Source: an optimization exercise on an open RTL-to-GDS flow (aim: small area and a short achievable clock period). Production flows keep margins and buffers that such runs may drop. Only simulation tests tie the RTL to the original design; equivalence was not proved.

## flow/config.mk

```make
export PLATFORM = sky130hd
export DESIGN_NAME = vgg
export DESIGN_NICKNAME = vgg
export VERILOG_FILES = /design/flow/design.v
export SDC_FILE = /design/flow/constraint.sdc
export NUM_CORES = 8
export LEC_CHECK = 0
export CAP_MARGIN = 20
export CORE_MARGIN = 2
export CORE_UTILIZATION = 40
export SLEW_MARGIN = 20
```

## flow/constraint.sdc

```tcl
create_clock -name core_clock -period 25.0 [get_ports {clk}]
set_input_delay 5.0000 -clock core_clock [delete_from_list [all_inputs] [get_ports {clk}]]
set_output_delay 5.0000 -clock core_clock [all_outputs]
set_load 0.01 [all_outputs]
```

## flow/design.v

```verilog
module control #(
    parameter img_w = 32,
    parameter img_h = 32,
    parameter buffer_total_size = (img_w+2)*2+3,
    parameter convolution_times = (img_w+2)*img_h-2
) (
    input clk,reset,
    input start,
    output reg [3:0]  state,
    output reg [3:0]  next_state,
    output reg        mode,
    output reg        input_en,
    output reg [15:0] input_addr,
    output reg [5:0]  input_offset,
    output reg        read_en,
    output reg [15:0] read_addr,
    output reg        write_en,
    output reg [15:0] write_addr,
    output reg [7:0]  kernel_addr,
    output reg [5:0]  bias_addr,
    output reg        write_l1_picture_en,
    output reg [7:0]  write_picture_counter,
    output reg [15:0] write_picture_total_counter,
    output reg        finish
);
    localparam [15:0] input_last  = (img_w+2)*(img_h+2)-1;
    localparam [15:0] rw_last     = convolution_times-1;
    localparam [15:0] picture_last = img_w*img_h-1;
    localparam [7:0]  pad_col0    = img_w;
    localparam [7:0]  pad_col1    = img_w+1;
    always @(*) begin
        case(state)
            4'd0: begin
                if(start) next_state = 4'd1;
                else next_state = 4'd0; 
            end
            4'd1: begin
                next_state = 4'd2;
            end
            4'd2: begin
                if(input_addr >= buffer_total_size-1) next_state = 4'd3;
                else next_state = 4'd2;
            end
            4'd3: begin
                if(write_addr >= convolution_times-2) begin
                    case(mode)
                        1'b0: begin
                            if(kernel_addr >= 8'd7 && input_offset >= 6'd2) next_state = 4'd7;
                            else if(input_offset >= 6'd2) next_state = 4'd5;
                            else next_state = 4'd4;
                        end
                        1'b1: begin
                            if(kernel_addr >= 8'd7 && input_offset >= 6'd63) next_state = 4'd11;
                            else if(kernel_addr >= 8'd7) next_state = 4'd9;
                            else next_state = 4'd10;
                        end
                    endcase
                end
                else next_state = 4'd3;
            end
            4'd4: begin
                next_state = 4'd2;
            end
            4'd5: begin
                next_state = 4'd2;
            end
            4'd7: begin
                next_state = 4'd8;
            end
            4'd8: begin
                next_state = 4'd2;
            end
            4'd9: begin
                next_state = 4'd2;
            end
            4'd10: begin
                next_state = 4'd2;
            end
            4'd11: begin
                next_state = 4'd0; 
            end
            default: next_state = 4'd0;
        endcase
    end
    always @(posedge clk or posedge reset) begin
        if(reset) state <= 4'd0;
        else state <= next_state;	
    end
    always @(posedge clk or posedge reset) begin
        if(reset) mode <= 1'b0;
        else if(state == 4'd7) mode <= 1'b1;
        else mode <= mode;
    end
    always @(posedge clk or posedge reset) begin
        if(reset) input_en <= 1'b0;
        else begin
            if(input_addr >= input_last) input_en <= 1'b0;
            else if(next_state == 4'd2 || next_state == 4'd3) input_en <= 1'b1;
            else input_en <= 1'b0;
        end
    end
    always @(posedge clk or posedge reset) begin
        if(reset) input_addr <= 16'd0;
        else begin
            if (input_en) begin
                if (input_addr >= input_last) input_addr <= 16'd0;
                else input_addr <= input_addr + 16'd1;
            end
            else input_addr <= 16'd0;
        end
    end
    always @(posedge clk or posedge reset) begin
        if(reset) input_offset <= 6'd0;
        else begin
            case(mode)
                1'b0: begin
                    if(state == 4'd4 || state == 4'd5 || state == 4'd7) begin
                        if(input_offset >= 6'd2) input_offset <= 6'd0;
                        else input_offset <= input_offset + 16'd1;
                    end
                    else input_offset <= input_offset;
                end
                1'b1: begin
                     if(state == 4'd9) begin
                        if(input_offset >= 6'd63) input_offset <= 6'd0;
                        else input_offset <= input_offset + 16'd1;
                    end
                    else input_offset <= input_offset;
                end
            endcase
        end
    end
    always @(posedge clk or posedge reset) begin
        if(reset) read_en <= 16'd0;
        else begin
            if(read_addr == rw_last) read_en <= 1'b0;
            else if (next_state == 4'd3) read_en <= 1'b1;
            else read_en <= 1'b0;
        end
    end
    always @(posedge clk or posedge reset) begin
        if(reset) read_addr <= 16'd0;
        else begin
            if(read_en) begin
                if(read_addr >= rw_last) read_addr <= 16'd0; 
                else read_addr <= read_addr + 16'd1;
            end
            else read_addr <= 16'd0;   
        end
    end
    always @(posedge clk or posedge reset) begin
        if(reset) write_en <= 16'd0;
        else begin
            if(write_addr == rw_last) write_en <= 1'b0;
            else if (read_en) write_en <= 1'b1;
            else write_en <= 1'b0;
        end
    end
    always @(posedge clk or posedge reset) begin
        if(reset) write_addr <= 16'd0;
        else begin
            if(write_en) begin
                if(write_addr >= rw_last) write_addr <= 16'd0;
                else write_addr <= write_addr + 16'd1;
            end
            else write_addr <= 16'd0;
        end
    end
    always @(posedge clk or posedge reset) begin
        if(reset) kernel_addr <= 8'd0;
        else begin
            case(mode)
                1'b0: begin
                    if(state == 4'd5 || state == 4'd7) begin
                        if(kernel_addr >= 8'd7) kernel_addr <= 8'd0;
                        else kernel_addr <= kernel_addr + 8'd1;
                    end
                    else kernel_addr <= kernel_addr;
                end
                1'b1: begin
                    if(state == 4'd10 || state == 4'd9) begin
                        if(kernel_addr >= 8'd7) kernel_addr <= 8'd0;
                        else kernel_addr <= kernel_addr + 8'd1;
                    end
                    else kernel_addr <= kernel_addr;
                end
            endcase
        end
    end
    always @(posedge clk or posedge reset) begin
        if(reset) bias_addr <= 6'd0;
        else begin
            case(mode)
                1'b0: begin
                    if(state == 4'd5 || state == 4'd7) begin
                        if(bias_addr >= 6'd7) bias_addr <= 6'd0; 
                        else bias_addr <= bias_addr + 6'd1;
                    end
                    else bias_addr <= bias_addr;
                end
                1'b1: begin
                    if(state == 4'd10 || state == 4'd9) begin
                        if(bias_addr >= 6'd7) bias_addr <= 6'd0; 
                        else bias_addr <= bias_addr + 6'd1;
                    end
                    else bias_addr <= bias_addr;
                end
            endcase
        end
    end
    always @(posedge clk or posedge reset) begin
        if(reset) write_l1_picture_en <= 16'd0;
        else begin
            case(mode)
                1'b0: begin
                    if (input_offset >= 6'd2 && state == 4'd3) begin
                        if(write_picture_counter == pad_col0 || write_picture_counter == pad_col1) write_l1_picture_en <= 1'b0;
                        else write_l1_picture_en <= 1'b1;
                    end
                    else write_l1_picture_en <= 1'b0;
                end
                1'b1: begin
                    if (input_offset >= 6'd63 && state == 4'd3) begin
                        if(write_picture_counter == pad_col0 || write_picture_counter == pad_col1) write_l1_picture_en <= 1'b0;
                        else write_l1_picture_en <= 1'b1;
                    end
                    else write_l1_picture_en <= 1'b0;
                end
            endcase
        end
    end
    always @(posedge clk or posedge reset) begin
        if(reset) write_picture_counter <= 8'd0;
        else begin
            if(write_en) begin
                if(write_picture_counter >= pad_col1) write_picture_counter <= 8'd0;
                else write_picture_counter <= write_picture_counter + 8'd1;
            end
            else write_picture_counter <= 8'd0;
        end
    end
    always @(posedge clk or posedge reset) begin
        if(reset) write_picture_total_counter <= 16'd0;
        else begin
            if(write_en) begin
                if(write_picture_counter == pad_col0 || write_picture_counter == pad_col1) write_picture_total_counter <= write_picture_total_counter;
                else if(write_picture_total_counter >= picture_last) write_picture_total_counter <= 16'd0;
                else write_picture_total_counter <= write_picture_total_counter + 16'd1;
            end
            else write_picture_total_counter <= 16'd0;
        end
    end
    always @(posedge clk or posedge reset) begin
        if(reset) finish <= 1'b0;
        else begin
            if (state == 4'd11) finish <= 1'b1;
            else finish <= 1'b0;
        end
    end
endmodule
module line_buffer #(
    parameter line_buffer_size = 226,
    parameter buffer_bit = 9
) (
    input clk,reset,
    input [buffer_bit-1:0] data_in,
    output reg [buffer_bit*9-1:0] matrix
);
    localparam chain_len = 2*line_buffer_size+3;
    reg [buffer_bit*chain_len-1:0] chain;
    always @(*) begin
        matrix = {chain[(2*line_buffer_size+2)*buffer_bit +: buffer_bit],
                  chain[(2*line_buffer_size+1)*buffer_bit +: buffer_bit],
                  chain[(2*line_buffer_size  )*buffer_bit +: buffer_bit],
                  chain[(line_buffer_size+2)*buffer_bit +: buffer_bit],
                  chain[(line_buffer_size+1)*buffer_bit +: buffer_bit],
                  chain[(line_buffer_size  )*buffer_bit +: buffer_bit],
                  chain[2*buffer_bit +: buffer_bit],
                  chain[1*buffer_bit +: buffer_bit],
                  chain[0 +: buffer_bit]};
    end
    always @(posedge clk or posedge reset) begin
        if (reset) chain <= {buffer_bit*chain_len{1'b0}};
        else chain <= {data_in, chain[buffer_bit*chain_len-1:buffer_bit]};
    end
endmodule
module cnn #(
    parameter data_bit = 9,
    parameter ker_bias_bit = 16,
    parameter pixel_out_bit = 36,
    parameter matrix_num = 9,
    parameter matrix_in_bit = 9
) (
    input signed [matrix_in_bit*9-1:0] matrix_in,
    input signed [ker_bias_bit*9-1:0] kernel,
    output reg signed [pixel_out_bit-1:0] pixel
);
    integer i;
    reg signed [pixel_out_bit-1:0] matrix_temp [matrix_num-1:0];
    reg signed [pixel_out_bit-1:0] temp [5:0];
    always @(*) begin
        for(i = 0; i < matrix_num; i = i + 1) begin
            matrix_temp[i] = {{27{matrix_in[i * matrix_in_bit + 8]}},matrix_in[i * matrix_in_bit +: matrix_in_bit]} *
                     {{20{kernel[i * ker_bias_bit + 15]}},kernel[i * ker_bias_bit +: ker_bias_bit]};
        end
    end
    always @(*) begin
        temp[0] = matrix_temp[0] + matrix_temp[1];
        temp[1] = matrix_temp[2] + matrix_temp[3];
        temp[2] = matrix_temp[4] + matrix_temp[5];
        temp[3] = matrix_temp[6] + matrix_temp[7];
        temp[4] = temp[0] + temp[1];
        temp[5] = temp[2] + temp[3];
        pixel = temp[4] + temp[5] + matrix_temp[8];
    end
endmodule
module bias_relu #(
    parameter pixel_bit = 36,
    parameter ker_bias_bit = 16
) (
    input clk,reset,
    input mode,
    input [5:0] input_offset,
    input signed [ker_bias_bit-1:0] bias,
    input signed [pixel_bit-1:0] pixel_read,pixel,
    output reg signed [pixel_bit-1:0] pixel_write
);
    wire signed [pixel_bit-1:0] pixel_temp0,pixel_temp1,pixel_bias;
    wire signed [pixel_bit-1:0] pixel_temp2;
    assign pixel_temp0 = pixel;
    assign pixel_temp1 = pixel_read + pixel;
    assign pixel_bias = pixel_temp1 + bias;
    assign pixel_temp2 = (pixel_bias > 0) ? pixel_bias : 36'd0;
    always @(posedge clk or posedge reset) begin
        if(reset) pixel_write <= 36'd0;
        else begin
            case(mode)
                1'b0: begin
                    if(input_offset == 6'd0) pixel_write <= pixel_temp0;
                    else if(input_offset == 6'd2) pixel_write <= pixel_temp2;
                    else pixel_write <= pixel_temp1;
                end
                1'b1: begin
                    if(input_offset == 6'd0) pixel_write <= pixel_temp0;
                    else if(input_offset == 6'd63) pixel_write <= pixel_temp2;
                    else pixel_write <= pixel_temp1;
                end
            endcase
        end
    end
endmodule
module vgg #(
    parameter data_bit = 9,
    parameter pixel_bit = 36,
    parameter ker_bias_bit = 16,
    parameter matrix_num = 9,
    parameter parallelism = 8,
    parameter img_w = 32,
    parameter img_h = 32
) (
    input clk,reset,
    input start,
    input [data_bit-1:0] data_in,
    input signed [ker_bias_bit*matrix_num*parallelism-1:0] kernel,
    input signed [ker_bias_bit*parallelism-1:0] bias,
    input signed [pixel_bit*parallelism-1:0] pixel_read,
    output [3:0]  state,
    output [3:0]  next_state,
    output        mode,
    output        input_en,
    output [15:0] input_addr,
    output [5:0]  input_offset,
    output        read_en,
    output [15:0] read_addr,
    output        write_en,
    output [15:0] write_addr,
    output [7:0]  kernel_addr,
    output [5:0]  bias_addr,
    output        write_l1_picture_en,
    output [7:0]  write_picture_counter,
    output [15:0] write_picture_total_counter,
    output        finish,
    output signed [pixel_bit*parallelism-1:0] pixel_write
);
    wire [data_bit*matrix_num-1:0] matrix;
    wire signed [pixel_bit*parallelism-1:0] pixel;
    control #(.img_w(img_w), .img_h(img_h)) control
    (
        .clk(clk),.reset(reset),
        .start(start),
        .state(state),
        .next_state(next_state),
        .mode(mode),
        .input_en(input_en),
        .input_addr(input_addr),
        .input_offset(input_offset),
        .read_en(read_en),
        .read_addr(read_addr),
        .write_en(write_en),
        .write_addr(write_addr),
        .kernel_addr(kernel_addr),
        .bias_addr(bias_addr),
        .write_l1_picture_en(write_l1_picture_en),
        .write_picture_counter(write_picture_counter),
        .write_picture_total_counter(write_picture_total_counter),
        .finish(finish)
    );
    line_buffer #(.line_buffer_size(img_w+2)) line_buffer
    (
        .clk(clk),.reset(reset),
        .data_in(data_in),
        .matrix(matrix)
    );
    genvar i;
    generate
        for(i=0; i<parallelism; i=i+1) begin
            cnn cnn  
            (
                .matrix_in(matrix),
                .kernel(kernel[i*ker_bias_bit*matrix_num +: ker_bias_bit*matrix_num]),
                .pixel(pixel[i*pixel_bit +: pixel_bit])
            );
            bias_relu bias_relu
            (
                .clk(clk),.reset(reset),
                .mode(mode),
                .input_offset(input_offset),
                .bias(bias[i*ker_bias_bit +: ker_bias_bit]),
                .pixel_read(pixel_read[i*pixel_bit +: pixel_bit]),
                .pixel(pixel[i*pixel_bit +: pixel_bit]),
                .pixel_write(pixel_write[i*pixel_bit +: pixel_bit])
            );
        end
    endgenerate
endmodule
```

## flow/run.sh

```bash
#!/bin/bash
# synth_recipe.tcl (not shown) runs the flow's synth.tcl, then flattens the netlist and writes it again
# the make line also repeats each setting of config.mk as NAME=value (left out here)
make -C /OpenROAD-flow-scripts/flow DESIGN_CONFIG=/design/flow/config.mk WORK_HOME=/design/flow/orfs CLKGATE_MAP_FILE= SYNTH_SCRIPT=/design/flow/synth_recipe.tcl finish
```

==> flow_metrics.env <==
export IMPL_outcome="finished clean"
export IMPL_clkTransAtPathRegs_ns=0.08
export IMPL_synthesis_area_sq_mm=0.454
export IMPL_dr_total_vias=358000
export IMPL_dieArea_sq_mm=1.14
export IMPL_drt_pre_antenna_iters=12
export IMPL_area_growth_pct=9.68
export IMPL_worst_path_largest_cell_delay_ns=1.06
export IMPL_cpMostUsedCell="fa_1"
export IMPL_htreeDepth=4
export IMPL_cts_sinks=1029
export IMPL_ios=1974
export IMPL_grt_pass1_vias=359000
export IMPL_ys_async_sr_fraction=1.00
export IMPL_yosys_warnings=6
export IMPL_relSlewSlack=0.115
export IMPL_max_cap_violations=0
export IMPL_cts_setup_buffers=0
export IMPL_tns_ns=0
export IMPL_finClkSkew_ns=0.0972
export IMPL_nets=66500
export IMPL_synth_edf_count=0
export IMPL_cp_max_fo=25
export IMPL_synth_top_area_frac=0.441
export IMPL_dpl_hpwl_um=1850000
export IMPL_grt_overflow_total=0
export IMPL_post_cts_resized=0
export IMPL_finalCriticalPeriod_ns=21.47
export IMPL_synthCells=49500
export IMPL_root_buffer="clkbuf_16"
export IMPL_final_util=0.440
export IMPL_worstPathRequired_ns=25.88
export IMPL_holdBufCountCts=0
export IMPL_rr_worst_depth=54
export IMPL_hp_class="flop to flop"
export IMPL_drt_iter0_drc=33600
export IMPL_final_cells=66400
export IMPL_drive_above_1_share=0.0207
export IMPL_post_route_period_util=0.859
export IMPL_die_h_um=1070
export IMPL_wl_per_cell_um=31.6
export IMPL_worstSetupPathType="input port to flop"
export IMPL_synth_top_cells_by_area="fa_1, ha_1, inv_1"
export IMPL_grt_max_degree=178
export IMPL_holdPathStages=0
export IMPL_hold_violations=0
export IMPL_yosysTopAreaCell="fa_1"
export IMPL_routabilityCongestion=1.13
export IMPL_syn_avg_cell_area_sq_um=9.18
export IMPL_finalSetupViolCount=0
export IMPL_hold_ws_ns=0.267
export IMPL_r2r_end="genblk1[7].bias_relu.pixel_write[17]"
export IMPL_clkLatencyLatePin_ns=1.12
export IMPL_slowest_stage="a21boi_0"
export IMPL_arrival_ns=22.35
export IMPL_antenna_found_initial=926
export IMPL_regToRegStartpoint="line_buffer.chain[630]"
export IMPL_worst_hold_path_endpoint="line_buffer.chain[42]"
export IMPL_rsz0062_at_grt="no"
export IMPL_drc_errors=0
export IMPL_track_usage=0.365
export IMPL_fp_dieW_um=1070
export IMPL_wl_um=2100000
export IMPL_portBuffers=1973
export IMPL_numCtsBuffers=161
export IMPL_rows=391
export IMPL_clk_path_buf_depth=5
export IMPL_drtAntennaViolNets=0
export IMPL_drt_vias_per_instance=5.40
export IMPL_max_slew_worst_pin_slew_ns=1.32
export IMPL_ys_seq_elements=1029
export IMPL_synth_flop_cell="dfrtp_1"
export IMPL_cts_tree="done"
export IMPL_grt_pass1_wl_um=2870000
export IMPL_drv_slew=0
export IMPL_end_kind="flop"
export IMPL_dp_cells=65200
export IMPL_num_fill_cells=113000
export IMPL_start_util=0.401
export IMPL_ys_seq_area_frac=0.0567
export IMPL_reg2reg_slack_ns=5.63
export IMPL_worstSetupStartpointType="input port"
export IMPL_min_from="line_buffer.chain[51]"
export IMPL_synth_cell_types=103
export IMPL_core_area_sq_mm=1.13
export IMPL_fmax_mhz=46.6
layer usage:
metal | up-vias | routed length [um] | global-route usage
met3 | 3978 | 239000 | 0.132
met5 | - | 2660 | 0
li1 | 154000 | - | -
met2 | 16100 | 858000 | 0.512
met1 | 185000 | 762000 | 0.433
met4 | 354 | 239000 | 0.340
cells in the final DEF (no fill, tap or decap), types with 163 or more instances in the layout:
cell                 n
o21ai_0           1040
fa_1             10000
xnor2_1           1533
ha_1              4625
buf_4              359
a21o_1             491
clkdlybuf4s50_1   1971
and2_1            4930
clkbuf_16          163
nand2_1           5292
nor2b_1            192
nand2b_1           636
xor2_1             743
nor2_1            1955
inv_1             9881
a21oi_1           1442
nand3_1            567
o21bai_1           236
nor3_1             568
diode_2            886
dfrtp_1            948
o21a_1             284
worst max path at each step:
stage | startpoint | to | slack [ns] | depth (start not counted)
floorplan | reset | control.bias_addr[0] | 5.82 | 1
global placement | kernel[1143] | genblk1[7].bias_relu.pixel_write[17] | 3.02 | 52
detailed placement | kernel[1143] | genblk1[7].bias_relu.pixel_write[17] | 3.05 | 52
CTS | kernel[1143] | genblk1[7].bias_relu.pixel_write[17] | 4.08 | 52
global route | kernel[1143] | genblk1[7].bias_relu.pixel_write[16] | 3.05 | 52
finish | kernel[1142] | genblk1[7].bias_relu.pixel_write[17] | 3.53 | 52
metrics by stage:
stage | area (sq um) | worst slack [ns]
finish | 498000 | 3.53
CTS | 496000 | 4.08
global route | 497000 | 3.05
global placement | 490000 | 3.02
floorplan | 454000 | 5.82
detailed placement | 490000 | 3.05
cells by family after synthesis:
family,after synthesis,share of synthesized area
buffers and inverters,11700,0.0964
multiplexers,12,0.000265
XOR/XNOR,2340,0.0452
adder cells (fa/ha/maj),14600,0.569
AO/OA/AOI/OAI,5039,0.0716
AND/OR/NAND/NOR,14800,0.161
other,1,0.00000826
flip-flops,1029,0.0567
state kept, by name (all words and copies together) (netlist names):
register	cells
control.input_en	1
control.write_picture_total_counter	16
control.input_offset	6
control.finish	1
control.mode	1
control.write_addr	16
control.state	4
control.read_en	1
control.bias_addr	6
genblk1.bias_relu.pixel_write	288
control.read_addr	16
control.kernel_addr	8
control.write_en	1
control.write_picture_counter	8
line_buffer.chain	639
control.write_l1_picture_en	1
control.input_addr	16
worst max-delay path, delay by kind of cell:
kind | cells | cell delay [ns]
buffers and inverters | 7 | 1.39
AOI/OAI and AO/OA | 19 | 6.32
adders and majority gates | 13 | 6.39
xor gates and xnor gates | 2 | 0.65
and+or+nand+nor | 11 | 2.51
cell type report:
class | count | area, sq um | area share
diodes | 886 | 2220 | 0.00445
inverters | 9891 | 37100 | 0.0746
clock inverters | 77 | 1030 | 0.00207
repair buffers | 2357 | 22900 | 0.0460
flip-flops and latches | 1029 | 26000 | 0.0523
multi-input cells | 36800 | 385000 | 0.774
well taps | 15100 | 18900 | 0.0380
clock buffers | 206 | 4480 | 0.00900
synth_stat cells (89+ instances only):
library cell	number
fa_1	10000
inv_1	9886
nand2_1	5294
and2_1	4932
ha_1	4625
nor2_1	1960
xnor2_1	1583
a21oi_1	1453
clkbuf_1	1383
o21ai_0	1047
dfrtp_1	1029
xor2_1	753
nand2b_1	636
nor3_1	572
nand3_1	567
a21o_1	492
buf_1	361
o21a_1	284
o21bai_1	236
nor2b_1	192
a31oi_1	161
a21boi_0	160
a22oi_1	158
and3_1	146
o211ai_1	111
a211oi_1	109
nand4_1	102
or3_1	99
or2_2	94
o31ai_1	92
o2111ai_1	89

## separate check: timing with driven ports
How much do the figures lean on ideal ports? The routed layout below was timed once more, with nothing changed but the port constraints.
Step 1 assumes that a clkbuf_16 drives the clock port and a buf_2 every other input.
Step 2 moves the port delays by t, midway between the first and last clock arrival at a register: inputs arrive t later, outputs are due t later. That takes back most of the time a late clock gives input paths.
Three values: no drivers, after step 1, after step 2; two values: the first two.
t (ns): 1.240
setup slack, ns: 3.534 / 3.645 / 2.406
slew at the worst register clock pin (ns): 0.08 / 0.08
pins driven straight from the clock port: 1
After both steps setup and hold are still met in this run. For this run, drivers alone change the setup slack by +0.111 ns; drivers and shift together by -1.128 ns.
